Background: an optimization exercise with open tools, aiming at small area. Do not read the settings as production practice.
In this exercise RTL edits were held to simulation tests only and were not proved equivalent to the original.

File: design.v
module Vga(
	input pixelClock,
	input reset,
	input [23:0] activePixel,
	output reg [7:0]RED,
	output reg [7:0]GREEN,
	output reg [7:0]BLUE,
	output reg HSYNC,
	output reg VSYNC,
	output reg visibleArea,
	output reg [10:0] screenX,
	output reg [10:0] screenY
);
reg [15:0] hPos;
reg [15:0] vPos;
parameter [15:0] hVisiblePixels = 640;
localparam [7:0] hBackPorchPixels = 48;
localparam [7:0] hSyncPixels = 96;
localparam [7:0] hFrontPorchPixels = 16;
localparam [15:0] hTotalPixels = hVisiblePixels + hFrontPorchPixels + hSyncPixels + hBackPorchPixels;
parameter [15:0] vVisibleLines = 480;
localparam [7:0] vBackPorchLines = 33;
localparam [7:0] vSyncLines = 2;
localparam [7:0] vFrontPorchLines = 10;
localparam [15:0] vTotalLines = vVisibleLines + vFrontPorchLines + vSyncLines + vBackPorchLines;
    parameter HA_END = 639;            
    parameter HS_STA = HA_END + 16;    
    parameter HS_END = HS_STA + 96;    
    parameter LINE   = 799;            
    parameter VA_END = 479;            
    parameter VS_STA = VA_END + 10;    
    parameter VS_END = VS_STA + 2;     
    parameter SCREEN = 524;            
always @(posedge pixelClock)
begin
	hPos <= hPos + 1'b1;
	if (hPos >= hTotalPixels)
	begin
		hPos <= 0;
		vPos <= vPos + 1'b1;
		if (vPos >= vTotalLines)
			vPos <= 0;
	end
	if (reset)
	begin
		hPos <= 0;
		vPos <= 0;
	end
	if ((vPos >= vBackPorchLines)
		& (vPos < vBackPorchLines + vVisibleLines)
		& (hPos >= hBackPorchPixels)
		& (hPos < hBackPorchPixels + hVisiblePixels))
		begin
			visibleArea <= 1;
			RED <= activePixel[23:16];
			GREEN <= activePixel[15:8];
			BLUE <= activePixel[7:0];
		end
	else
		begin
			visibleArea <= 0;
			RED <= 8'h00;
			GREEN <= 8'h00;
			BLUE <= 8'h00;
		end
	HSYNC <= ~(hPos >= HS_STA && hPos < HS_END);   
	VSYNC <= ~(vPos >= VS_STA && vPos < VS_END);
	if(hPos<hBackPorchPixels) screenX<=0;
	else screenX <= hPos - hBackPorchPixels;
	if (vPos<vBackPorchLines) screenY<=0;
	else screenY <= vPos - vBackPorchLines;
end
endmodule
module Renderer(
	input pixelClock,
	input visibleArea,
	input [10:0] screenX,
	input [10:0] screenY,
	input [3:0] data_trans,
	input [3:0] data_recev,
	input [15:0] received1,
	input [15:0] received2,
	input [15:0] received3,
	input [15:0] received4,
	input [15:0] transmitted1,
	input [15:0] transmitted2,
	input [15:0] transmitted3,
	input [15:0] transmitted4,
	input [10:0] drop1,
	input [10:0] drop2,
	input [10:0] drop3,
	input [10:0] drop4,
	input [2:0] count1,
	input [2:0] count2,
	input [2:0] count3,
	input [2:0] count4,
	input [11:0] buffer1,
	input [11:0] buffer2,
	input [11:0] buffer3,
	input [11:0] buffer4,
	output reg [23:0] screenPixel
);
localparam
	black = 24'h000000,
	blue = 24'h0000FF,
	green = 24'h00FF00,
	red = 24'hFF0000,
	yellow = 24'hFFFF00,
	white = 24'hFFFFFF;
localparam [799:0] digits = {	
	80'b01111100110001101100011011001110110111101111011011100110110001101100011001111100,
	80'b00011000001110000111100000011000000110000001100000011000000110000001100001111110,
	80'b01111100110001100000011000001100000110000011000001100000110000001100011011111110,
	80'b01111100110001100000011000000110001111000000011000000110000001101100011001111100,
	80'b00001100000111000011110001101100110011001111111000001100000011000000110000011110,
	80'b11111110110000001100000011000000111111000000011000000110000001101100011001111100,
	80'b00111000011000001100000011000000111111001100011011000110110001101100011001111100,
	80'b11111110110001100000011000000110000011000001100000110000001100000011000000110000,
	80'b01111100110001101100011011000110011111001100011011000110110001101100011001111100,
	80'b01111100110001101100011011000110011111100000011000000110000001100000110001111000
};
function digit_bit;
	input [31:0] idx;
	begin
		digit_bit = (idx[9:0] < 800) ? digits[idx[9:0]] : 1'b0;
	end
endfunction
function [15:0] bcd_d0;
	input [15:0] v;
	reg [4:0] r;
	integer i;
	begin
		r = 5'd0;
		for (i = 15; i >= 0; i = i - 1) begin
			r = {r[3:0], v[i]};
			if (r >= 5'd10) r = r - 5'd10;
		end
		bcd_d0 = {11'd0, r};
	end
endfunction
function [15:0] bcd_q1;
	input [15:0] v;
	reg [4:0] r;
	reg [15:0] q;
	integer i;
	begin
		r = 5'd0;
		q = 16'd0;
		for (i = 15; i >= 0; i = i - 1) begin
			r = {r[3:0], v[i]};
			q = {q[14:0], (r >= 5'd10)};
			if (r >= 5'd10) r = r - 5'd10;
		end
		bcd_q1 = q;
	end
endfunction
localparam
	v_box_start=129,
	v_box_end=249,
	h_box_start=53,
	h_box_end=75,
	box_distance=42,
	h_num=8,
	v_num=10;
reg [15:0] transmitted_data; 
reg [15:0] received_data;
reg [15:0] drop_data;
reg [23:0] box_pixel;
reg [23:0] box_pixel1;
reg [23:0] box_pixel2;
reg [23:0] box_pixel3;
reg [23:0] box_pixel4;
reg [23:0] color_box_pixel_1;
reg [23:0] color_box_pixel_2;
reg [23:0] color_box_pixel_3;
reg [23:0] color_box_pixel_4;
reg [23:0] color_box_pixel;
reg [23:0] input_num_pixel_1;
reg [23:0] input_num_pixel_2;
reg [23:0] input_num_pixel_3;
reg [23:0] input_num_pixel_4;
reg [23:0] input_num_pixel;
reg [23:0] output_num_pixel_1;
reg [23:0] output_num_pixel_2;
reg [23:0] output_num_pixel_3;
reg [23:0] output_num_pixel_4;
reg [23:0] output_num_pixel;
reg [23:0] tnum_pixel_1;
reg [23:0] tnum_pixel_2;
reg [23:0] tnum_pixel_3;
reg [23:0] tnum_pixel_4;
reg [23:0] tnum_pixel_5;
reg [23:0] tnum_pixel;
reg [23:0] rnum_pixel_1;
reg [23:0] rnum_pixel_2;
reg [23:0] rnum_pixel_3;
reg [23:0] rnum_pixel_4;
reg [23:0] rnum_pixel_5;
reg [23:0] rnum_pixel;
reg [23:0] num_pixel_1;
reg [23:0] num_pixel_2;
reg [23:0] num_pixel_3;
reg [23:0] num_pixel_4;
reg [23:0] num_pixel_5;
reg [23:0] num_pixel;
reg [23:0] computedPixel;
wire [15:0] bcd_d0_transmitted1 = bcd_d0(transmitted1);
wire [15:0] bcd_q1_transmitted1 = bcd_q1(transmitted1);
wire [15:0] bcd_d1_transmitted1 = bcd_d0(bcd_q1_transmitted1);
wire [15:0] bcd_d2_transmitted1 = bcd_q1(bcd_q1_transmitted1);
wire [15:0] bcd_d0_transmitted2 = bcd_d0(transmitted2);
wire [15:0] bcd_q1_transmitted2 = bcd_q1(transmitted2);
wire [15:0] bcd_d1_transmitted2 = bcd_d0(bcd_q1_transmitted2);
wire [15:0] bcd_d2_transmitted2 = bcd_q1(bcd_q1_transmitted2);
wire [15:0] bcd_d0_transmitted3 = bcd_d0(transmitted3);
wire [15:0] bcd_q1_transmitted3 = bcd_q1(transmitted3);
wire [15:0] bcd_d1_transmitted3 = bcd_d0(bcd_q1_transmitted3);
wire [15:0] bcd_d2_transmitted3 = bcd_q1(bcd_q1_transmitted3);
wire [15:0] bcd_d0_transmitted4 = bcd_d0(transmitted4);
wire [15:0] bcd_q1_transmitted4 = bcd_q1(transmitted4);
wire [15:0] bcd_d1_transmitted4 = bcd_d0(bcd_q1_transmitted4);
wire [15:0] bcd_d2_transmitted4 = bcd_q1(bcd_q1_transmitted4);
wire [15:0] bcd_d0_transmitted_data = bcd_d0(transmitted_data);
wire [15:0] bcd_q1_transmitted_data = bcd_q1(transmitted_data);
wire [15:0] bcd_d1_transmitted_data = bcd_d0(bcd_q1_transmitted_data);
wire [15:0] bcd_d2_transmitted_data = bcd_q1(bcd_q1_transmitted_data);
wire [15:0] bcd_d0_received1 = bcd_d0(received1);
wire [15:0] bcd_q1_received1 = bcd_q1(received1);
wire [15:0] bcd_d1_received1 = bcd_d0(bcd_q1_received1);
wire [15:0] bcd_d2_received1 = bcd_q1(bcd_q1_received1);
wire [15:0] bcd_d0_received2 = bcd_d0(received2);
wire [15:0] bcd_q1_received2 = bcd_q1(received2);
wire [15:0] bcd_d1_received2 = bcd_d0(bcd_q1_received2);
wire [15:0] bcd_d2_received2 = bcd_q1(bcd_q1_received2);
wire [15:0] bcd_d0_received3 = bcd_d0(received3);
wire [15:0] bcd_q1_received3 = bcd_q1(received3);
wire [15:0] bcd_d1_received3 = bcd_d0(bcd_q1_received3);
wire [15:0] bcd_d2_received3 = bcd_q1(bcd_q1_received3);
wire [15:0] bcd_d0_received4 = bcd_d0(received4);
wire [15:0] bcd_q1_received4 = bcd_q1(received4);
wire [15:0] bcd_d1_received4 = bcd_d0(bcd_q1_received4);
wire [15:0] bcd_d2_received4 = bcd_q1(bcd_q1_received4);
wire [15:0] bcd_d0_received_data = bcd_d0(received_data);
wire [15:0] bcd_q1_received_data = bcd_q1(received_data);
wire [15:0] bcd_d1_received_data = bcd_d0(bcd_q1_received_data);
wire [15:0] bcd_d2_received_data = bcd_q1(bcd_q1_received_data);
wire [15:0] bcd_d0_drop1 = bcd_d0(drop1);
wire [15:0] bcd_q1_drop1 = bcd_q1(drop1);
wire [15:0] bcd_d1_drop1 = bcd_d0(bcd_q1_drop1);
wire [15:0] bcd_d2_drop1 = bcd_q1(bcd_q1_drop1);
wire [15:0] bcd_d0_drop2 = bcd_d0(drop2);
wire [15:0] bcd_q1_drop2 = bcd_q1(drop2);
wire [15:0] bcd_d1_drop2 = bcd_d0(bcd_q1_drop2);
wire [15:0] bcd_d2_drop2 = bcd_q1(bcd_q1_drop2);
wire [15:0] bcd_d0_drop3 = bcd_d0(drop3);
wire [15:0] bcd_q1_drop3 = bcd_q1(drop3);
wire [15:0] bcd_d1_drop3 = bcd_d0(bcd_q1_drop3);
wire [15:0] bcd_d2_drop3 = bcd_q1(bcd_q1_drop3);
wire [15:0] bcd_d0_drop4 = bcd_d0(drop4);
wire [15:0] bcd_q1_drop4 = bcd_q1(drop4);
wire [15:0] bcd_d1_drop4 = bcd_d0(bcd_q1_drop4);
wire [15:0] bcd_d2_drop4 = bcd_q1(bcd_q1_drop4);
wire [15:0] bcd_d0_drop_data = bcd_d0(drop_data);
wire [15:0] bcd_q1_drop_data = bcd_q1(drop_data);
wire [15:0] bcd_d1_drop_data = bcd_d0(bcd_q1_drop_data);
wire [15:0] bcd_d2_drop_data = bcd_q1(bcd_q1_drop_data);
always @(posedge pixelClock)
begin
	if (visibleArea)
	begin
		if ((((screenX >= h_box_start & screenX < h_box_start+1)|(screenX >= h_box_end-1 & screenX < h_box_end))
			& screenY >= v_box_start
			& screenY < v_box_end)
			|(screenX>=h_box_start & screenX<h_box_end 
			&((screenY>=v_box_start & screenY<v_box_start+1)|(screenY>=v_box_end-1 & screenY<v_box_end))))
			box_pixel1 <= black;
		else
			box_pixel1 <= white;
		if ((((screenX >= h_box_start+box_distance & screenX < h_box_start+box_distance+1)|(screenX >= h_box_end+box_distance-1 & screenX < h_box_end+box_distance))
			& screenY >= v_box_start
			& screenY <v_box_end)
			|(screenX>=h_box_start+box_distance & screenX<h_box_end+box_distance
			&((screenY>=v_box_start & screenY<v_box_start+1)|(screenY>=v_box_end-1 & screenY<v_box_end))))
			box_pixel2 <= black;
		else
			box_pixel2 <= white;
		if ((((screenX >= h_box_start+2*box_distance & screenX < h_box_start+2*box_distance+1)|(screenX >= h_box_end+2*box_distance-1 & screenX < h_box_end+2*box_distance))
			& screenY >= v_box_start
			& screenY < v_box_end)
			|(screenX>=h_box_start+2*box_distance & screenX<h_box_end+2*box_distance
			&((screenY>=v_box_start & screenY<v_box_start+1)|(screenY>=v_box_end-1 & screenY<v_box_end))))
			box_pixel3 <= black;
		else
			box_pixel3 <= white;
		if ((((screenX >= h_box_start+3*box_distance & screenX < h_box_start+3*box_distance+1)|(screenX >= h_box_end+3*box_distance-1 & screenX < h_box_end+3*box_distance))
			& screenY >= v_box_start
			& screenY < v_box_end)
			|(screenX>=h_box_start+3*box_distance & screenX<h_box_end+3*box_distance
			&((screenY>=v_box_start & screenY<v_box_start+1)|(screenY>=v_box_end-1 & screenY<v_box_end))))
			box_pixel4 <= black;
		else
			box_pixel4 <= white;
		box_pixel<=box_pixel1&box_pixel2&box_pixel3&box_pixel4;
		if (screenX>=h_box_start+7 & screenX<h_box_end-7 & screenY>=v_box_end-v_num-6 & screenY<v_box_end-6 & count1>=1 & digit_bit(799-(screenY-v_box_end+v_num+6+1)*(screenX-h_box_start-7+1)-1-80*buffer1[11:10]))
			color_box_pixel_1<=black;
		else if (screenX>=h_box_start+1 & screenX<h_box_end-1 & screenY>=v_box_end-21 & screenY<v_box_end-1 & count1>=1)
			color_box_pixel_1<=red;
		else if (screenX>=h_box_start+7 & screenX<h_box_end-7 & screenY>=v_box_end-v_num-6-21 & screenY<v_box_end-6-21 & count1>=2 &  digit_bit(799-(screenY-v_box_end+v_num+6+21+1)*(screenX-h_box_start-7+1)-1-80*buffer1[9:8]))
			color_box_pixel_1<=black;
		else if (screenX>=h_box_start+1 & screenX<h_box_end-1 & screenY>=v_box_end-21-21 & screenY<v_box_end-1-21 & count1>=2)
			color_box_pixel_1<=red;
		else if (screenX>=h_box_start+7 & screenX<h_box_end-7 & screenY>=v_box_end-v_num-6-2*21 & screenY<v_box_end-6-2*21 & count1>=3 &  digit_bit(799-(screenY-v_box_end+v_num+6+2*21+1)*(screenX-h_box_start-7+1)-1-80*buffer1[7:6]))
			color_box_pixel_1<=black;
		else if (screenX>=h_box_start+1 & screenX<h_box_end-1 & screenY>=v_box_end-21-2*21 & screenY<v_box_end-1-2*21 & count1>=3)
			color_box_pixel_1<=red;
		else if (screenX>=h_box_start+7 & screenX<h_box_end-7 & screenY>=v_box_end-v_num-6-3*21 & screenY<v_box_end-6-3*21 & count1>=4 &  digit_bit(799-(screenY-v_box_end+v_num+6+3*21+1)*(screenX-h_box_start-7+1)-1-80*buffer1[5:4]))
			color_box_pixel_1<=black;
		else if (screenX>=h_box_start+1 & screenX<h_box_end-1 & screenY>=v_box_end-21-3*21 & screenY<v_box_end-1-3*21 & count1>=4)
			color_box_pixel_1<=red;
		else if (screenX>=h_box_start+7 & screenX<h_box_end-7 & screenY>=v_box_end-v_num-6-4*21 & screenY<v_box_end-6-4*21 & count1>=5 &  digit_bit(799-(screenY-v_box_end+v_num+6+4*21+1)*(screenX-h_box_start-7+1)-1-80*buffer1[3:2]))
			color_box_pixel_1<=black;
		else if (screenX>=h_box_start+1 & screenX<h_box_end-1 & screenY>=v_box_end-21-4*21 & screenY<v_box_end-1-4*21 & count1>=5)
			color_box_pixel_1<=red;
		else if (screenX>=h_box_start+7 & screenX<h_box_end-7 & screenY>=v_box_end-v_num-6-5*21 & screenY<v_box_end-6-5*21 & count1==6 &  digit_bit(799-(screenY-v_box_end+v_num+6+5*21+1)*(screenX-h_box_start-7+1)-1-80*buffer1[1:0]))
			color_box_pixel_1<=black;
		else if (screenX>=h_box_start+1 & screenX<h_box_end-1 & screenY>=v_box_end-21-5*21 & screenY<v_box_end-1-5*21 & count1==6)
			color_box_pixel_1<=red;
		else color_box_pixel_1<=white;
		if (screenX>=h_box_start+7+box_distance & screenX<h_box_end-7+box_distance & screenY>=v_box_end-v_num-6 & screenY<v_box_end-6 & count2>=1 & digit_bit(799-(screenY-v_box_end+v_num+6+1)*(screenX-h_box_start-7-box_distance+1)-1-80*buffer2[11:10]))
			color_box_pixel_2<=black;
		else if (screenX>=h_box_start+1+box_distance & screenX<h_box_end-1+box_distance & screenY>=v_box_end-21 & screenY<v_box_end-1 & count2>=1)
			color_box_pixel_2<=blue;
		else if (screenX>=h_box_start+7+box_distance & screenX<h_box_end-7+box_distance & screenY>=v_box_end-v_num-6-21 & screenY<v_box_end-6-21 & count2>=2 &  digit_bit(799-(screenY-v_box_end+v_num+21+6+1)*(screenX-h_box_start-7-box_distance+1)-1-80*buffer2[9:8]))
			color_box_pixel_2<=black;
		else if (screenX>=h_box_start+1+box_distance & screenX<h_box_end-1+box_distance & screenY>=v_box_end-21-21 & screenY<v_box_end-1-21 & count2>=2)
			color_box_pixel_2<=blue;
		else if (screenX>=h_box_start+7+box_distance & screenX<h_box_end-7+box_distance & screenY>=v_box_end-v_num-6-2*21 & screenY<v_box_end-6-2*21 & count2>=3 &  digit_bit(799-(screenY-v_box_end+v_num+2*21+6+1)*(screenX-h_box_start-7-box_distance+1)-1-80*buffer2[7:6]))
			color_box_pixel_2<=black;
		else if (screenX>=h_box_start+1+box_distance & screenX<h_box_end-1+box_distance & screenY>=v_box_end-21-2*21 & screenY<v_box_end-1-2*21 & count2>=3)
			color_box_pixel_2<=blue;
		else if (screenX>=h_box_start+7+box_distance & screenX<h_box_end-7+box_distance & screenY>=v_box_end-v_num-6-3*21 & screenY<v_box_end-6-3*21 & count2>=4 &  digit_bit(799-(screenY-v_box_end+v_num+3*21+6+1)*(screenX-h_box_start-7-box_distance+1)-1-80*buffer2[5:4]))
			color_box_pixel_2<=black;
		else if (screenX>=h_box_start+1+box_distance & screenX<h_box_end-1+box_distance & screenY>=v_box_end-21-3*21 & screenY<v_box_end-1-3*21 & count2>=4)
			color_box_pixel_2<=blue;
		else if (screenX>=h_box_start+7+box_distance & screenX<h_box_end-7+box_distance & screenY>=v_box_end-v_num-6-4*21 & screenY<v_box_end-6-4*21 & count2>=5 &  digit_bit(799-(screenY-v_box_end+v_num+4*21+6+1)*(screenX-h_box_start-7-box_distance+1)-1-80*buffer2[3:2]))
			color_box_pixel_2<=black;
		else if (screenX>=h_box_start+1+box_distance & screenX<h_box_end-1+box_distance & screenY>=v_box_end-21-4*21 & screenY<v_box_end-1-4*21 & count2>=5)
			color_box_pixel_2<=blue;
		else if (screenX>=h_box_start+7+box_distance & screenX<h_box_end-7+box_distance & screenY>=v_box_end-v_num-6-5*21 & screenY<v_box_end-6-5*21 & count2==6 & digit_bit(799-(screenY-v_box_end+v_num+5*21+6+1)*(screenX-h_box_start-7-box_distance+1)-1-80*buffer2[1:0]))
			color_box_pixel_2<=black;
		else if (screenX>=h_box_start+1+box_distance & screenX<h_box_end-1+box_distance & screenY>=v_box_end-21-5*21 & screenY<v_box_end-1-5*21 & count2==6)
			color_box_pixel_2<=blue;
		else color_box_pixel_2<=white;
		if (screenX>=h_box_start+7+2*box_distance & screenX<h_box_end-7+2*box_distance & screenY>=v_box_end-v_num-6 & screenY<v_box_end-6 & count3>=1 & digit_bit(799-(screenY-v_box_end+v_num+6+1)*(screenX-h_box_start-7-2*box_distance+1)-1-80*buffer3[11:10]))
			color_box_pixel_3<=black;
		else if (screenX>=h_box_start+1+2*box_distance & screenX<h_box_end-1+2*box_distance & screenY>=v_box_end-21 & screenY<v_box_end-1 & count3>=1)
			color_box_pixel_3<=yellow;
		else if (screenX>=h_box_start+7+2*box_distance & screenX<h_box_end-7+2*box_distance & screenY>=v_box_end-v_num-6-21 & screenY<v_box_end-6-21 & count3>=2 & digit_bit(799-(screenY-v_box_end+v_num+21+6+1)*(screenX-h_box_start-7-2*box_distance+1)-1-80*buffer3[9:8]))
			color_box_pixel_3<=black;
		else if (screenX>=h_box_start+1+2*box_distance & screenX<h_box_end-1+2*box_distance & screenY>=v_box_end-21-21 & screenY<v_box_end-1-21 & count3>=2)
			color_box_pixel_3<=yellow;
		else if (screenX>=h_box_start+7+2*box_distance & screenX<h_box_end-7+2*box_distance & screenY>=v_box_end-v_num-6-2*21 & screenY<v_box_end-6-2*21 & count3>=3 &  digit_bit(799-(screenY-v_box_end+v_num+2*21+6+1)*(screenX-h_box_start-7-2*box_distance+1)-1-80*buffer3[7:6]))
			color_box_pixel_3<=black;
		else if (screenX>=h_box_start+1+2*box_distance & screenX<h_box_end-1+2*box_distance & screenY>=v_box_end-21-2*21 & screenY<v_box_end-1-2*21 & count3>=3)
			color_box_pixel_3<=yellow;
		else if (screenX>=h_box_start+7+2*box_distance & screenX<h_box_end-7+2*box_distance & screenY>=v_box_end-v_num-6-3*21 & screenY<v_box_end-6-3*21 & count3>=4 &  digit_bit(799-(screenY-v_box_end+v_num+3*21+6+1)*(screenX-h_box_start-7-2*box_distance+1)-1-80*buffer3[5:4]))
			color_box_pixel_3<=black;
		else if (screenX>=h_box_start+1+2*box_distance & screenX<h_box_end-1+2*box_distance & screenY>=v_box_end-21-2*21 & screenY<v_box_end-1-2*21 & count3>=4)
			color_box_pixel_3<=yellow;
		else if (screenX>=h_box_start+7+2*box_distance & screenX<h_box_end-7+2*box_distance & screenY>=v_box_end-v_num-6-4*21 & screenY<v_box_end-6-4*21 & count3>=5 &  digit_bit(799-(screenY-v_box_end+v_num+4*21+6+1)*(screenX-h_box_start-7-2*box_distance+1)-1-80*buffer3[3:2]))
			color_box_pixel_3<=black;
		else if (screenX>=h_box_start+1+2*box_distance & screenX<h_box_end-1+2*box_distance & screenY>=v_box_end-21-4*21 & screenY<v_box_end-1-4*21 & count3>=5)
			color_box_pixel_3<=yellow;
		else if (screenX>=h_box_start+7+2*box_distance & screenX<h_box_end-7+2*box_distance & screenY>=v_box_end-v_num-6-5*21 & screenY<v_box_end-6-5*21 & count3==6 & digit_bit(799-(screenY-v_box_end+v_num+5*21+6+1)*(screenX-h_box_start-7-2*box_distance+1)-1-80*buffer3[1:0]))
			color_box_pixel_3<=black;
		else if (screenX>=h_box_start+1+2*box_distance & screenX<h_box_end-1+2*box_distance & screenY>=v_box_end-21-5*21 & screenY<v_box_end-1-5*21 & count3==6)
			color_box_pixel_3<=yellow;
		else color_box_pixel_3<=white;
		if (screenX>=h_box_start+7+3*box_distance & screenX<h_box_end-7+3*box_distance & screenY>=v_box_end-v_num-6 & screenY<v_box_end-6 & count4>=1 & digit_bit(799-(screenY-v_box_end+v_num+6+1)*(screenX-h_box_start-7-3*box_distance+1)-1-80*buffer4[11:10]))
			color_box_pixel_4<=black;
		else if (screenX>=h_box_start+1+3*box_distance & screenX<h_box_end-1+3*box_distance & screenY>=v_box_end-21 & screenY<v_box_end-1 & count4>=1)
			color_box_pixel_4<=green;
		else if (screenX>=h_box_start+7+3*box_distance & screenX<h_box_end-7+3*box_distance & screenY>=v_box_end-v_num-6-21 & screenY<v_box_end-6-21 & count4>=2 &  digit_bit(799-(screenY-v_box_end+v_num+21+6+1)*(screenX-h_box_start-7-3*box_distance+1)-1-80*buffer4[9:8]))
			color_box_pixel_4<=black;
		else if (screenX>=h_box_start+1+3*box_distance & screenX<h_box_end-1+3*box_distance & screenY>=v_box_end-21-21 & screenY<v_box_end-1-21 & count4>=2)
			color_box_pixel_4<=green;
		else if (screenX>=h_box_start+7+3*box_distance & screenX<h_box_end-7+3*box_distance & screenY>=v_box_end-v_num-6-2*21 & screenY<v_box_end-6-2*21 & count4>=3 &  digit_bit(799-(screenY-v_box_end+v_num+2*21+6+1)*(screenX-h_box_start-7-3*box_distance+1)-1-80*buffer4[7:6]))
			color_box_pixel_4<=black;
		else if (screenX>=h_box_start+1+3*box_distance & screenX<h_box_end-1+3*box_distance & screenY>=v_box_end-21-2*21 & screenY<v_box_end-1-2*21 & count4>=3)
			color_box_pixel_4<=green;
		else if (screenX>=h_box_start+7+3*box_distance & screenX<h_box_end-7+3*box_distance & screenY>=v_box_end-v_num-6-3*21 & screenY<v_box_end-6-3*21 & count4>=4 &  digit_bit(799-(screenY-v_box_end+v_num+3*21+6+1)*(screenX-h_box_start-7-3*box_distance+1)-1-80*buffer4[5:4]))
			color_box_pixel_4<=black;
		else if (screenX>=h_box_start+1+3*box_distance & screenX<h_box_end-1+3*box_distance & screenY>=v_box_end-21-3*21 & screenY<v_box_end-1-3*21 & count4>=4)
			color_box_pixel_4<=green;
		else if (screenX>=h_box_start+7+3*box_distance & screenX<h_box_end-7+3*box_distance & screenY>=v_box_end-v_num-6-4*21 & screenY<v_box_end-6-4*21 & count4>=5 &  digit_bit(799-(screenY-v_box_end+v_num+4*21+6+1)*(screenX-h_box_start-7-3*box_distance+1)-1-80*buffer4[3:2]))
			color_box_pixel_4<=black;
		else if (screenX>=h_box_start+1+3*box_distance & screenX<h_box_end-1+3*box_distance & screenY>=v_box_end-21-4*21 & screenY<v_box_end-1-4*21 & count4>=5)
			color_box_pixel_4<=green;
		else if (screenX>=h_box_start+7+3*box_distance & screenX<h_box_end-7+3*box_distance & screenY>=v_box_end-v_num-6-5*21 & screenY<v_box_end-6-5*21 & count4==6 &  digit_bit(799-(screenY-v_box_end+v_num+5*21+6+1)*(screenX-h_box_start-7-3*box_distance+1)-1-80*buffer4[1:0]))
			color_box_pixel_4<=black;
		else if (screenX>=h_box_start+1+3*box_distance & screenX<h_box_end-1+3*box_distance & screenY>=v_box_end-21-5*21 & screenY<v_box_end-1-5*21 & count4==6)
			color_box_pixel_4<=green;
		else color_box_pixel_4<=white;
		color_box_pixel<=color_box_pixel_4&color_box_pixel_3&color_box_pixel_2&color_box_pixel_1;
		if (screenX>=106 & screenX<114 & screenY>=389 & screenY<399 & digit_bit(799-(screenX-106)-80*data_trans[3]))
			input_num_pixel_4<=black;
		else
			input_num_pixel_4<=white;
		if (screenX>=114 & screenX<122 & screenY>=389 & screenY<399 & digit_bit(799-(screenX-114)-80*data_trans[2]))
			input_num_pixel_3<=black;
		else
			input_num_pixel_3<=white;
		if (screenX>=122 & screenX<130 & screenY>=389 & screenY<399 & digit_bit(799-(screenX-122)-80*data_trans[1]))
			input_num_pixel_2<=black;
		else
			input_num_pixel_2<=white;
		if (screenX>=130 & screenX<138 & screenY>=389 & screenY<399 & digit_bit(799-(screenX-130)-80*data_trans[0]))
			input_num_pixel_1<=black;
		else
			input_num_pixel_1<=white;
		if (screenX>=106 & screenX<114 & screenY>=99 & screenY<109 & digit_bit(799-(screenX-106)-80*data_recev[3]))
			output_num_pixel_4<=black;
		else
			output_num_pixel_4<=white;
		if (screenX>=114 & screenX<122 & screenY>=99 & screenY<109 & digit_bit(799-(screenX-114)-80*data_recev[2]))
			output_num_pixel_3<=black;
		else
			output_num_pixel_3<=white;
		if (screenX>=122 & screenX<130 & screenY>=99 & screenY<109 & digit_bit(799-(screenX-122)-80*data_recev[1]))
			output_num_pixel_2<=black;
		else
			output_num_pixel_2<=white;
		if (screenX>=130 & screenX<138 & screenY>=99 & screenY<109 & digit_bit(799-(screenX-130)-80*data_recev[0]))
			output_num_pixel_1<=black;
		else
			output_num_pixel_1<=white;
		input_num_pixel<=input_num_pixel_1&input_num_pixel_2&input_num_pixel_3&input_num_pixel_4;
		output_num_pixel<=output_num_pixel_1&output_num_pixel_2&output_num_pixel_3&output_num_pixel_4;
		if (screenX>=281 & screenX<289 & screenY>=139 & screenY<149 & transmitted1<10 & digit_bit(799-(screenX-281+1)*(screenY-139+1)-1-80*transmitted1))
			tnum_pixel_1<=black;
		else if ((screenX>=281 & screenX<289 & screenY>=139 & screenY<149  & digit_bit(799-(screenX-281+1)*(screenY-139+1)-1-80*bcd_d0_transmitted1))
		| (screenX>=273 & screenX<281 & screenY>=139 & screenY<149  & digit_bit(799-(screenX-273+1)*(screenY-139+1)-1-80*bcd_q1_transmitted1))
		& transmitted1<100)
			tnum_pixel_1<=black;
		else if ((screenX>=281 & screenX<289 & screenY>=139 & screenY<149  & digit_bit(799-(screenX-281+1)*(screenY-139+1)-1-80*bcd_d0_transmitted1))
		| (screenX>=273 & screenX<281 & screenY>=139 & screenY<149  & digit_bit(799-(screenX-273+1)*(screenY-139+1)-1-80*bcd_d1_transmitted1))
		| (screenX>=265 & screenX<273 & screenY>=139 & screenY<149  & digit_bit(799-(screenX-265+1)*(screenY-139+1)-1-80*bcd_d2_transmitted1))
		& transmitted1<1000)
			tnum_pixel_1<=black;
		else 
			tnum_pixel_1<=white;
		if (screenX>=361 & screenX<369 & screenY>=139 & screenY<149 & transmitted2<10 & digit_bit(799-(screenX-361+1)*(screenY-139+1)-1-80*transmitted2))
			tnum_pixel_2<=black;
		else if ((screenX>=361 & screenX<369 & screenY>=139 & screenY<149  & digit_bit(799-(screenX-361+1)*(screenY-139+1)-1-80*bcd_d0_transmitted2))
		| (screenX>=353 & screenX<361 & screenY>=139 & screenY<149  & digit_bit(799-(screenX-353+1)*(screenY-139+1)-1-80*bcd_q1_transmitted2))
		& transmitted2<100)
			tnum_pixel_2<=black;
		else if ((screenX>=361 & screenX<369 & screenY>=139 & screenY<149  & digit_bit(799-(screenX-361+1)*(screenY-139+1)-1-80*bcd_d0_transmitted2))
		| (screenX>=353 & screenX<361 & screenY>=139 & screenY<149  & digit_bit(799-(screenX-353+1)*(screenY-139+1)-1-80*bcd_d1_transmitted2))
		| (screenX>=345 & screenX<353 & screenY>=139 & screenY<149  & digit_bit(799-(screenX-345+1)*(screenY-139+1)-1-80*bcd_d2_transmitted2))
		& transmitted2<1000)
			tnum_pixel_2<=black;
		else 
			tnum_pixel_2<=white;
		if (screenX>=441 & screenX<449 & screenY>=139 & screenY<149 & transmitted3<10 & digit_bit(799-(screenX-441+1)*(screenY-139+1)-1-80*transmitted3))
			tnum_pixel_3<=black;
		else if ((screenX>=441 & screenX<449 & screenY>=139 & screenY<149  & digit_bit(799-(screenX-441+1)*(screenY-139+1)-1-80*bcd_d0_transmitted3))
		| (screenX>=433 & screenX<441 & screenY>=139 & screenY<149  & digit_bit(799-(screenX-433+1)*(screenY-139+1)-1-80*bcd_q1_transmitted3))
		& transmitted3<100)
			tnum_pixel_3<=black;
		else if ((screenX>=441 & screenX<449 & screenY>=139 & screenY<149  & digit_bit(799-(screenX-441+1)*(screenY-139+1)-1-80*bcd_d0_transmitted3))
		| (screenX>=433 & screenX<441 & screenY>=139 & screenY<149  & digit_bit(799-(screenX-433+1)*(screenY-139+1)-1-80*bcd_d1_transmitted3))
		| (screenX>=425 & screenX<433 & screenY>=139 & screenY<149  & digit_bit(799-(screenX-425+1)*(screenY-139+1)-1-80*bcd_d2_transmitted3))
		& transmitted3<1000)
			tnum_pixel_3<=black;
		else 
			tnum_pixel_3<=white;
		if (screenX>=521 & screenX<529 & screenY>=139 & screenY<149 & transmitted4<10 & digit_bit(799-(screenX-521+1)*(screenY-139+1)-1-80*transmitted4))
			tnum_pixel_4<=black;
		else if ((screenX>=521 & screenX<529 & screenY>=139 & screenY<149  & digit_bit(799-(screenX-521+1)*(screenY-139+1)-1-80*bcd_d0_transmitted4))
		| (screenX>=513 & screenX<521 & screenY>=139 & screenY<149  & digit_bit(799-(screenX-513+1)*(screenY-139+1)-1-80*bcd_q1_transmitted4))
		& transmitted4<100)
			tnum_pixel_4<=black;
		else if ((screenX>=521 & screenX<529 & screenY>=139 & screenY<149  & digit_bit(799-(screenX-521+1)*(screenY-139+1)-1-80*bcd_d0_transmitted4))
		| (screenX>=513 & screenX<521 & screenY>=139 & screenY<149  & digit_bit(799-(screenX-513+1)*(screenY-139+1)-1-80*bcd_d1_transmitted4))
		| (screenX>=505 & screenX<513 & screenY>=139 & screenY<149  & digit_bit(799-(screenX-505+1)*(screenY-139+1)-1-80*bcd_d2_transmitted4))
		& transmitted4<1000)
			tnum_pixel_4<=black;
		else 
			tnum_pixel_4<=white;
		transmitted_data<=transmitted1+transmitted2+transmitted3+transmitted4;
		if (screenX>=566 & screenX<574 & screenY>=139 & screenY<149 & transmitted_data<10 & digit_bit(799-(screenX-566+1)*(screenY-139+1)-1-80*transmitted_data))
			tnum_pixel_5<=black;
		else if ((screenX>=566 & screenX<574 & screenY>=139 & screenY<149  & digit_bit(799-(screenX-566+1)*(screenY-139+1)-1-80*bcd_d0_transmitted_data))
		| (screenX>=558 & screenX<566 & screenY>=139 & screenY<149  & digit_bit(799-(screenX-558+1)*(screenY-139+1)-1-80*bcd_q1_transmitted_data))
		& transmitted_data<100)
			tnum_pixel_5<=black;
		else if ((screenX>=566 & screenX<574 & screenY>=139 & screenY<149  & digit_bit(799-(screenX-566+1)*(screenY-139+1)-1-80*bcd_d0_transmitted_data))
		| (screenX>=558 & screenX<566 & screenY>=139 & screenY<149  & digit_bit(799-(screenX-558+1)*(screenY-139+1)-1-80*bcd_d1_transmitted_data))
		| (screenX>=550 & screenX<558 & screenY>=139 & screenY<149  & digit_bit(799-(screenX-550+1)*(screenY-139+1)-1-80*bcd_d2_transmitted_data))
		& transmitted_data<1000)
			tnum_pixel_5<=black;
		else 
			tnum_pixel_5<=white;
		if (screenX>=281 & screenX<289 & screenY>=239 & screenY<249 & received1<10 & digit_bit(799-(screenX-281+1)*(screenY-239+1)-1-80*received1))
			rnum_pixel_1<=black;
		else if ((screenX>=281 & screenX<289 & screenY>=239 & screenY<249  & digit_bit(799-(screenX-281+1)*(screenY-239+1)-1-80*bcd_d0_received1))
		| (screenX>=273 & screenX<281 & screenY>=239 & screenY<249  & digit_bit(799-(screenX-273+1)*(screenY-239+1)-1-80*bcd_q1_received1))
		& received1<100)
			rnum_pixel_1<=black;
		else if ((screenX>=281 & screenX<289 & screenY>=239 & screenY<249  & digit_bit(799-(screenX-281+1)*(screenY-239+1)-1-80*bcd_d0_received1))
		| (screenX>=273 & screenX<281 & screenY>=239 & screenY<249  & digit_bit(799-(screenX-273+1)*(screenY-239+1)-1-80*bcd_d1_received1))
		| (screenX>=265 & screenX<273 & screenY>=239 & screenY<249  & digit_bit(799-(screenX-265+1)*(screenY-239+1)-1-80*bcd_d2_received1))
		& received1<1000)
			rnum_pixel_1<=black;
		else 
			rnum_pixel_1<=white;
		if (screenX>=361 & screenX<369 & screenY>=239 & screenY<249 & received2<10 & digit_bit(799-(screenX-361+1)*(screenY-239+1)-1-80*received2))
			rnum_pixel_2<=black;
		else if ((screenX>=361 & screenX<369 & screenY>=239 & screenY<249  & digit_bit(799-(screenX-361+1)*(screenY-239+1)-1-80*bcd_d0_received2))
		| (screenX>=353 & screenX<361 & screenY>=139 & screenY<249  & digit_bit(799-(screenX-353+1)*(screenY-239+1)-1-80*bcd_q1_received2))
		& received2<100)
			rnum_pixel_2<=black;
		else if ((screenX>=361 & screenX<369 & screenY>=239 & screenY<249  & digit_bit(799-(screenX-361+1)*(screenY-239+1)-1-80*bcd_d0_received2))
		| (screenX>=353 & screenX<361 & screenY>=239 & screenY<249  & digit_bit(799-(screenX-353+1)*(screenY-239+1)-1-80*bcd_d1_received2))
		| (screenX>=345 & screenX<353 & screenY>=239 & screenY<249  & digit_bit(799-(screenX-345+1)*(screenY-239+1)-1-80*bcd_d2_received2))
		& received2<1000)
			rnum_pixel_2<=black;
		else 
			rnum_pixel_2<=white;
		if (screenX>=441 & screenX<449 & screenY>=239 & screenY<249 & received3<10 & digit_bit(799-(screenX-441+1)*(screenY-239+1)-1-80*received3))
			rnum_pixel_3<=black;
		else if ((screenX>=441 & screenX<449 & screenY>=239 & screenY<249  & digit_bit(799-(screenX-441+1)*(screenY-239+1)-1-80*bcd_d0_received3))
		| (screenX>=433 & screenX<441 & screenY>=239 & screenY<249  & digit_bit(799-(screenX-433+1)*(screenY-239+1)-1-80*bcd_q1_received3))
		& received3<100)
			rnum_pixel_3<=black;
		else if ((screenX>=441 & screenX<449 & screenY>=239 & screenY<249  & digit_bit(799-(screenX-441+1)*(screenY-239+1)-1-80*bcd_d0_received3))
		| (screenX>=433 & screenX<441 & screenY>=239 & screenY<249  & digit_bit(799-(screenX-433+1)*(screenY-239+1)-1-80*bcd_d1_received3))
		| (screenX>=425 & screenX<433 & screenY>=239 & screenY<249  & digit_bit(799-(screenX-425+1)*(screenY-239+1)-1-80*bcd_d2_received3))
		& received3<1000)
			rnum_pixel_3<=black;
		else 
			rnum_pixel_3<=white;
		if (screenX>=521 & screenX<529 & screenY>=239 & screenY<249 & received4<10 & digit_bit(799-(screenX-521+1)*(screenY-239+1)-1-80*received4))
			rnum_pixel_4<=black;
		else if ((screenX>=521 & screenX<529 & screenY>=239 & screenY<249  & digit_bit(799-(screenX-521+1)*(screenY-239+1)-1-80*bcd_d0_received4))
		| (screenX>=513 & screenX<521 & screenY>=239 & screenY<249  & digit_bit(799-(screenX-513+1)*(screenY-239+1)-1-80*bcd_q1_received4))
		& received4<100)
			rnum_pixel_4<=black;
		else if ((screenX>=521 & screenX<529 & screenY>=239 & screenY<249  & digit_bit(799-(screenX-521+1)*(screenY-239+1)-1-80*bcd_d0_received4))
		| (screenX>=513 & screenX<521 & screenY>=239 & screenY<249  & digit_bit(799-(screenX-513+1)*(screenY-239+1)-1-80*bcd_d1_received4))
		| (screenX>=505 & screenX<513 & screenY>=239 & screenY<249  & digit_bit(799-(screenX-505+1)*(screenY-239+1)-1-80*bcd_d2_received4))
		& received4<1000)
			rnum_pixel_4<=black;
		else 
			rnum_pixel_4<=white;
		received_data<=received1+received2+received3+received4;
		if (screenX>=566 & screenX<574 & screenY>=239 & screenY<249 & received_data<10 & digit_bit(799-(screenX-566+1)*(screenY-239+1)-1-80*received_data))
			rnum_pixel_5<=black;
		else if ((screenX>=566 & screenX<574 & screenY>=239 & screenY<249  & digit_bit(799-(screenX-566+1)*(screenY-239+1)-1-80*bcd_d0_received_data))
		| (screenX>=558 & screenX<566 & screenY>=239 & screenY<249  & digit_bit(799-(screenX-558+1)*(screenY-239+1)-1-80*bcd_q1_received_data))
		& received_data<100)
			rnum_pixel_5<=black;
		else if ((screenX>=566 & screenX<574 & screenY>=239 & screenY<249  & digit_bit(799-(screenX-566+1)*(screenY-239+1)-1-80*bcd_d0_received_data))
		| (screenX>=558 & screenX<566 & screenY>=239 & screenY<249  & digit_bit(799-(screenX-558+1)*(screenY-239+1)-1-80*bcd_d1_received_data))
		| (screenX>=550 & screenX<558 & screenY>=239 & screenY<249  & digit_bit(799-(screenX-550+1)*(screenY-239+1)-1-80*bcd_d2_received_data))
		& received_data<1000)
			rnum_pixel_5<=black;
		else 
			rnum_pixel_5<=white;
		if (screenX>=281 & screenX<289 & screenY>=329 & screenY<339 & drop1<10 & digit_bit(799-(screenX-281+1)*(screenY-329+1)-1-80*drop1))
			num_pixel_1<=black;
		else if ((screenX>=281 & screenX<289 & screenY>=329 & screenY<339  & digit_bit(799-(screenX-281+1)*(screenY-329+1)-1-80*bcd_d0_drop1))
		| (screenX>=273 & screenX<281 & screenY>=329 & screenY<339  & digit_bit(799-(screenX-273+1)*(screenY-329+1)-1-80*bcd_q1_drop1))
		& drop1<100)
			num_pixel_1<=black;
		else if ((screenX>=281 & screenX<289 & screenY>=329 & screenY<339  & digit_bit(799-(screenX-281+1)*(screenY-329+1)-1-80*bcd_d0_drop1))
		| (screenX>=273 & screenX<281 & screenY>=329 & screenY<339  & digit_bit(799-(screenX-273+1)*(screenY-329+1)-1-80*bcd_d1_drop1))
		| (screenX>=265 & screenX<273 & screenY>=329 & screenY<339  & digit_bit(799-(screenX-265+1)*(screenY-329+1)-1-80*bcd_d2_drop1))
		& drop1<1000)
			num_pixel_1<=black;
		else 
			num_pixel_1<=white;
		if (screenX>=361 & screenX<369 & screenY>=329 & screenY<339 & drop2<10 & digit_bit(799-(screenX-361+1)*(screenY-329+1)-1-80*drop2))
			num_pixel_2<=black;
		else if ((screenX>=361 & screenX<369 & screenY>=329 & screenY<339  & digit_bit(799-(screenX-361+1)*(screenY-329+1)-1-80*bcd_d0_drop2))
		| (screenX>=353 & screenX<361 & screenY>=329 & screenY<339  & digit_bit(799-(screenX-353+1)*(screenY-329+1)-1-80*bcd_q1_drop2))
		& drop2<100)
			num_pixel_2<=black;
		else if ((screenX>=361 & screenX<369 & screenY>=329 & screenY<339  & digit_bit(799-(screenX-361+1)*(screenY-329+1)-1-80*bcd_d0_drop2))
		| (screenX>=353 & screenX<361 & screenY>=329 & screenY<339  & digit_bit(799-(screenX-353+1)*(screenY-329+1)-1-80*bcd_d1_drop2))
		| (screenX>=345 & screenX<353 & screenY>=329 & screenY<339  & digit_bit(799-(screenX-345+1)*(screenY-329+1)-1-80*bcd_d2_drop2))
		& drop2<1000)
			num_pixel_2<=black;
		else 
			num_pixel_2<=white;
		if (screenX>=441 & screenX<449 & screenY>=329 & screenY<339 & drop3<10 & digit_bit(799-(screenX-441+1)*(screenY-329+1)-1-80*drop3))
			num_pixel_3<=black;
		else if ((screenX>=441 & screenX<449 & screenY>=329 & screenY<339  & digit_bit(799-(screenX-441+1)*(screenY-329+1)-1-80*bcd_d0_drop3))
		| (screenX>=433 & screenX<441 & screenY>=329 & screenY<339  & digit_bit(799-(screenX-433+1)*(screenY-329+1)-1-80*bcd_q1_drop3))
		& drop3<100)
			num_pixel_3<=black;
		else if ((screenX>=441 & screenX<449 & screenY>=329 & screenY<339  & digit_bit(799-(screenX-441+1)*(screenY-329+1)-1-80*bcd_d0_drop3))
		| (screenX>=433 & screenX<441 & screenY>=329 & screenY<339  & digit_bit(799-(screenX-433+1)*(screenY-329+1)-1-80*bcd_d1_drop3))
		| (screenX>=425 & screenX<433 & screenY>=329 & screenY<339  & digit_bit(799-(screenX-425+1)*(screenY-329+1)-1-80*bcd_d2_drop3))
		& drop3<1000)
			num_pixel_3<=black;
		else 
			num_pixel_3<=white;
		if (screenX>=521 & screenX<529 & screenY>=329 & screenY<339 & drop4<10 & digit_bit(799-(screenX-521+1)*(screenY-329+1)-1-80*drop4))
			num_pixel_4<=black;
		else if ((screenX>=521 & screenX<529 & screenY>=329 & screenY<339  & digit_bit(799-(screenX-521+1)*(screenY-329+1)-1-80*bcd_d0_drop4))
		| (screenX>=513 & screenX<521 & screenY>=329 & screenY<339  & digit_bit(799-(screenX-513+1)*(screenY-329+1)-1-80*bcd_q1_drop4))
		& drop4<100)
			num_pixel_4<=black;
		else if ((screenX>=521 & screenX<529 & screenY>=329 & screenY<339  & digit_bit(799-(screenX-521+1)*(screenY-329+1)-1-80*bcd_d0_drop4))
		| (screenX>=513 & screenX<521 & screenY>=329 & screenY<339  & digit_bit(799-(screenX-513+1)*(screenY-329+1)-1-80*bcd_d1_drop4))
		| (screenX>=505 & screenX<513 & screenY>=329 & screenY<339  & digit_bit(799-(screenX-505+1)*(screenY-329+1)-1-80*bcd_d2_drop4))
		& drop4<1000)
			num_pixel_4<=black;
		else 
			num_pixel_4<=white;
		drop_data<=drop1+drop2+drop3+drop4;
		if (screenX>=566 & screenX<574 & screenY>=329 & screenY<339 & drop_data<10 & digit_bit(799-(screenX-566+1)*(screenY-329+1)-1-80*drop_data))
			num_pixel_5<=black;
		else if ((screenX>=566 & screenX<574 & screenY>=329 & screenY<339  & digit_bit(799-(screenX-566+1)*(screenY-329+1)-1-80*bcd_d0_drop_data))
		| (screenX>=558 & screenX<566 & screenY>=329 & screenY<339  & digit_bit(799-(screenX-558+1)*(screenY-329+1)-1-80*bcd_q1_drop_data))
		& drop_data>=100)
			num_pixel_5<=black;
		else if ((screenX>=566 & screenX<574 & screenY>=329 & screenY<339  & digit_bit(799-(screenX-566+1)*(screenY-329+1)-1-80*bcd_d0_drop_data))
		| (screenX>=558 & screenX<566 & screenY>=329 & screenY<339  & digit_bit(799-(screenX-558+1)*(screenY-329+1)-1-80*bcd_d1_drop_data))
		| (screenX>=550 & screenX<558 & screenY>=329 & screenY<339  & digit_bit(799-(screenX-550+1)*(screenY-329+1)-1-80*bcd_d2_drop_data))
		& drop_data<1000)
			num_pixel_5<=black;
		else 
			num_pixel_5<=white;
		num_pixel<=num_pixel_1&num_pixel_2&num_pixel_3&num_pixel_4&num_pixel_5;
		tnum_pixel<=tnum_pixel_1&tnum_pixel_2&tnum_pixel_3&tnum_pixel_4&tnum_pixel_5;
		rnum_pixel<=rnum_pixel_1&rnum_pixel_2&rnum_pixel_3&rnum_pixel_4&rnum_pixel_5;
		computedPixel <= box_pixel & color_box_pixel & input_num_pixel&num_pixel&output_num_pixel&tnum_pixel&rnum_pixel;
		screenPixel <= computedPixel;
	end
end
endmodule
module vga_stats_display(
	input clk,
	input rst,
	input [3:0] data_trans,
	input [3:0] data_recev,
	input [15:0] received1,
	input [15:0] received2,
	input [15:0] received3,
	input [15:0] received4,
	input [15:0] transmitted1,
	input [15:0] transmitted2,
	input [15:0] transmitted3,
	input [15:0] transmitted4,
	input [10:0] drop1,
	input [10:0] drop2,
	input [10:0] drop3,
	input [10:0] drop4,
	input [2:0] count1,
	input [2:0] count2,
	input [2:0] count3,
	input [2:0] count4,
	input [11:0] buffer1,
	input [11:0] buffer2,
	input [11:0] buffer3,
	input [11:0] buffer4,
	output [7:0] RED,
	output [7:0] GREEN,
	output [7:0] BLUE,
	output HSYNC,
	output VSYNC
);
	wire [10:0] screenx;
	wire [10:0] screeny;
	wire visible;
	wire [23:0] pixel;
	Renderer rend(.pixelClock(clk),.visibleArea(visible),.screenX(screenx),.screenY(screeny),.data_trans(data_trans),.data_recev(data_recev),
	.received1(received1),.received2(received2),.received3(received3),.received4(received4),
	.transmitted1(transmitted1),.transmitted2(transmitted2),.transmitted3(transmitted3),.transmitted4(transmitted4),
	.drop1(drop1),.drop2(drop2),.drop3(drop3),.drop4(drop4),
	.count1(count1),.count2(count2),.count3(count3),.count4(count4),
	.buffer1(buffer1),.buffer2(buffer2),.buffer3(buffer3),.buffer4(buffer4),
	.screenPixel(pixel));
	Vga vg(.pixelClock(clk),.reset(rst),.activePixel(pixel),
	.RED(RED),.GREEN(GREEN),.BLUE(BLUE),.HSYNC(HSYNC),.VSYNC(VSYNC),.visibleArea(visible),.screenX(screenx),.screenY(screeny));
endmodule
File: run.sh
#!/bin/bash
# synth_recipe.tcl (not shown) runs the flow's synth.tcl, then flattens the netlist and writes it again
# the make line also repeats each setting of config.mk as NAME=value (left out here)
make -C /OpenROAD-flow-scripts/flow DESIGN_CONFIG=/design/flow/config.mk WORK_HOME=/design/flow/orfs CLKGATE_MAP_FILE= SYNTH_SCRIPT=/design/flow/synth_recipe.tcl finish
File: config.mk
export PLATFORM = sky130hd
export DESIGN_NAME = vga_stats_display
export DESIGN_NICKNAME = vga_stats_display
export VERILOG_FILES = /design/flow/design.v
export SDC_FILE = /design/flow/constraint.sdc
export NUM_CORES = 4
export LEC_CHECK = 0
export CAP_MARGIN = 20
export CORE_MARGIN = 2
export CORE_UTILIZATION = 40
export CTS_CLUSTER_DIAMETER = 50
export CTS_CLUSTER_SIZE = 10
export SLEW_MARGIN = 30
File: constraint.sdc
create_clock -name core_clock -period 40.0 [get_ports {clk}]
set_input_delay 8.0000 -clock core_clock [delete_from_list [all_inputs] [get_ports {clk}]]
set_output_delay 8.0000 -clock core_clock [all_outputs]
set_load 0.01 [all_outputs]
==> notes.md <==
synth_stat cells (122+ instances only):
cell type / count
inv_1: 3208
nor2_1: 2895
ha_1: 2755
nand2_1: 2453
a21oi_1: 2261
xnor2_1: 2240
fa_1: 1831
o21ai_0: 1754
clkbuf_1: 1254
mux2i_1: 587
mux4_2: 534
xor2_1: 482
a211oi_1: 460
a21o_1: 446
nand3_1: 405
o211ai_1: 405
nor3_1: 370
a31oi_1: 298
nand2b_1: 269
o21bai_1: 253
buf_1: 203
nor2b_1: 194
o22ai_1: 188
mux2_2: 178
and2_1: 170
o21a_1: 163
or2_2: 144
nor4_1: 122
cell families after synthesis:
kind of cell	share of synthesized area, %
AOI/OAI and AO/OA	22.6
xor gates and xnor gates	10.8
adders and majority gates	32.1
buffers and inverters	8.25
DFF	1.83
muxes	9.10
other	0.00169
and+or+nand+nor	15.3
final timing paths:
kind                                          to  depth (start not counted)  slack [ns]                           startpoint
max          rend.tnum_pixel_3[22]$_SDFFCE_PP0P_                         95        9.95                     transmitted3[13]
min               rend.screenPixel[22]$_DFFE_PP_                          0        0.43     rend.computedPixel[22]$_DFFE_PP_
max reg2reg  rend.tnum_pixel_5[22]$_SDFFCE_PP0P_                         96       15.73  rend.transmitted_data[13]$_DFFE_PP_
min reg2reg       rend.screenPixel[22]$_DFFE_PP_                          0        0.43     rend.computedPixel[22]$_DFFE_PP_
state kept, by name, indices dropped and copies added, names as in the netlist, 2 cells and up:
signal                  cells
rend.received_data         16
rend.transmitted_data      16
vg.hPos                    16
vg.vPos                    16
rend.drop_data             13
vg.screenX                 11
vg.screenY                 11
rend.color_box_pixel        3
rend.computedPixel          3
rend.screenPixel            3
rend.color_box_pixel_1      2
rend.color_box_pixel_2      2
rend.color_box_pixel_3      2
rend.color_box_pixel_4      2
metal layers:
metal	routed length, µm	share of wire, %	up-vias	track usage [%]
met5	308	0.037	-	0
met4	41600	5.0	48	11.8
met3	77600	9.3	1448	5.33
met2	361000	43	9243	44.4
met1	356000	43	104271	39.3
li1	-	-	100137	-
cell type report:
type,count,area [µm²],area share [%]
Multi-Input combinational cell,24048,201000,85.6
Inverter,3299,12400,5.28
Tap cell,7287,9120,3.89
Timing Repair Buffer,892,7400,3.15
Sequential cell,155,4080,1.74
Clock buffer,27,654,0.279
Antenna cell,59,148,0.0629
Clock inverter,5,50.0,0.0213
stage by stage:
stage,area (µm²),worst slack [ns],instances,hold slack (ns)
finish,235000,9.95,35772,0.425
global route,235000,8.01,35736,0.444
CTS,234000,10.28,35713,0.432
detailed placement,234000,9.81,35681,0.410
global placement,233000,9.85,35680,0.406
floorplan,222000,13.32,29029,0.400
==> metrics.csv <==
stage,metric,value,unit
finish,"commonest non-fill, non-tap cells in the layout","inv_1, nor2_1, ha_1, nand2_1, a21oi_1",
placed_design,HPWL after detailed placement,676,mm
synthesis,"top cells by area, synth","fa_1, ha_1, xnor2_1, inv_1, mux4_2",
detailed_routing,via/cell ratio,6.01,
placed_design,buffers added on ports,267,
detailed_routing,DRC,0,
detailed_routing,via count,215147,
timing,Highest Clock Rate,33.3,MHz
clocking,CTS buffer count,25,
timing,relative slew slack,21.3,%
critical_path,worst-path maximum fanout,11,
critical_path,CP arrival,30.46,ns
global_route,vias in the first global route,204351,
synthesis,YS warnings,2,
clocking,clock-pin slew on the worst setup and hold paths,0.09,ns
die,die area,560000,µm²
finish,Filler cells,56301,
finish,Total Nets Final,33249,
die,# IOs,268,
timing,Final Hold Fails,0,
synthesis,asr flop ratio synth,0,%
outcome,outcome,"complete, no violations",
critical_path,critical path class,input pin to flop,
finish,Final Core Density,42.5,%
clocking,CTS root buf,clkbuf_16,
global_route,Total GRT Usage,28.7,%
critical_path,Startpoint Class,input pin,
clocking,CTS tree,built,
synthesis,number of synthesized flops with an enable pin,95,
finish,layout cells sized above 1,7.23,%
clocking,# resized after CTS,0,
timing,Final Skew,0.0422,ns
clocking,latest clock arrival within the worst-skew pair,0.62,ns
synthesis,predominant post-synthesis flop cell,edfxtp_1,
min_path,Worst Hold Class,flop to flop,
die,core area,553000,µm²
synthesis,Unique masters post-synth,162,
die,Initial Util,40.1,%
global_route,largest net degree at the start of global routing,80,
clocking,Hold Buf Count CTS,0,
clocking,H-tree depth,4,
critical_path,"Buf+Inv Stages, Crit Path",17,
timing,min Tclk post-route,30.05,ns
critical_path,Crit path max-delay family,compound AO/OA/AOI/OAI gates,
critical_path,CP required,40.41,ns
synthesis,syn_area_per_cell,7.64,µm²
global_route,Overflow after GRT,0,
synthesis,Cells after Synth,29024,
detailed_routing,wire per inst,23.4,µm
synthesis,post-synth top area share,16.5,%
detailed_routing,detailed-route wire length,836,mm
placed_design,placer congestion estimate,1.01,
timing,Slew @ Worst Pin,1.18,ns
synthesis,Mapped Area,222000,µm²
synthesis,sequential area share after synthesis,1.83,%
run,MaxCap Viol Count,0,
synthesis,Synth Register Bits,155,
global_route,first-pass GRT wire length,1260,mm
critical_path,CP max stage delay,0.78,ns
timing,Tcrit/Tclk final,75.1,%
clocking,Sink Count,155,
die,Die Width,749,µm
clocking,Post CTS Setup Buffer Count,0,
finish,"commonest non-fill, non-tap cell in the layout",inv_1,
timing,unrepaired setup endpoints after global routing,false,
critical_path,"most used cell, CP",xnor2_1,
detailed_routing,antenna-violating nets left,0,
clocking,Max clock buf depth,3,
synthesis,dominant cell type by area after synthesis,fa_1,
critical_path,CP endpoint kind,flop,
die,cell row count,273,
global_route,initial antenna violation count,64,
finish,Area Growth Syn to Fin,5.80,%
timing,Final setup viols,0,
die,Chip Height,749,µm
critical_path,CP max stage cell,o21bai_1,
timing,TNS Setup,0,ns
detailed_routing,1st-iter DRT viols,22482,
detailed_routing,drt pass-1 iters,9,
timing,Final Max Slew Viols,0,

[static timing again, ports no longer ideal]
How much do the figures lean on ideal ports? The routed layout below was timed once more, with nothing changed but the port constraints. Step 1, drivers: a clkbuf_16 drives clk and a buf_2 each remaining input, both assumed. Step 2, shift: input delay + t, output delay - t, t = (earliest + latest rising clock arrival at the registers) / 2. This alone moves slack from input paths to output paths. a / b / c = no drivers / after step 1 / after step 2; a / b = the first two.
shift t [ns]: 0.716
setup WS [ns]: 9.949 / 10.033 / 9.317
clock arrival spread, ns: 0.044 / 0.045
slew at the worst register clock pin (ns): 0.11 / 0.11
pins driven straight from the clock port: 1
After both steps this run still meets setup and hold. The setup slack of this run moves by +0.084 ns with the drivers and by -0.632 ns with both steps.
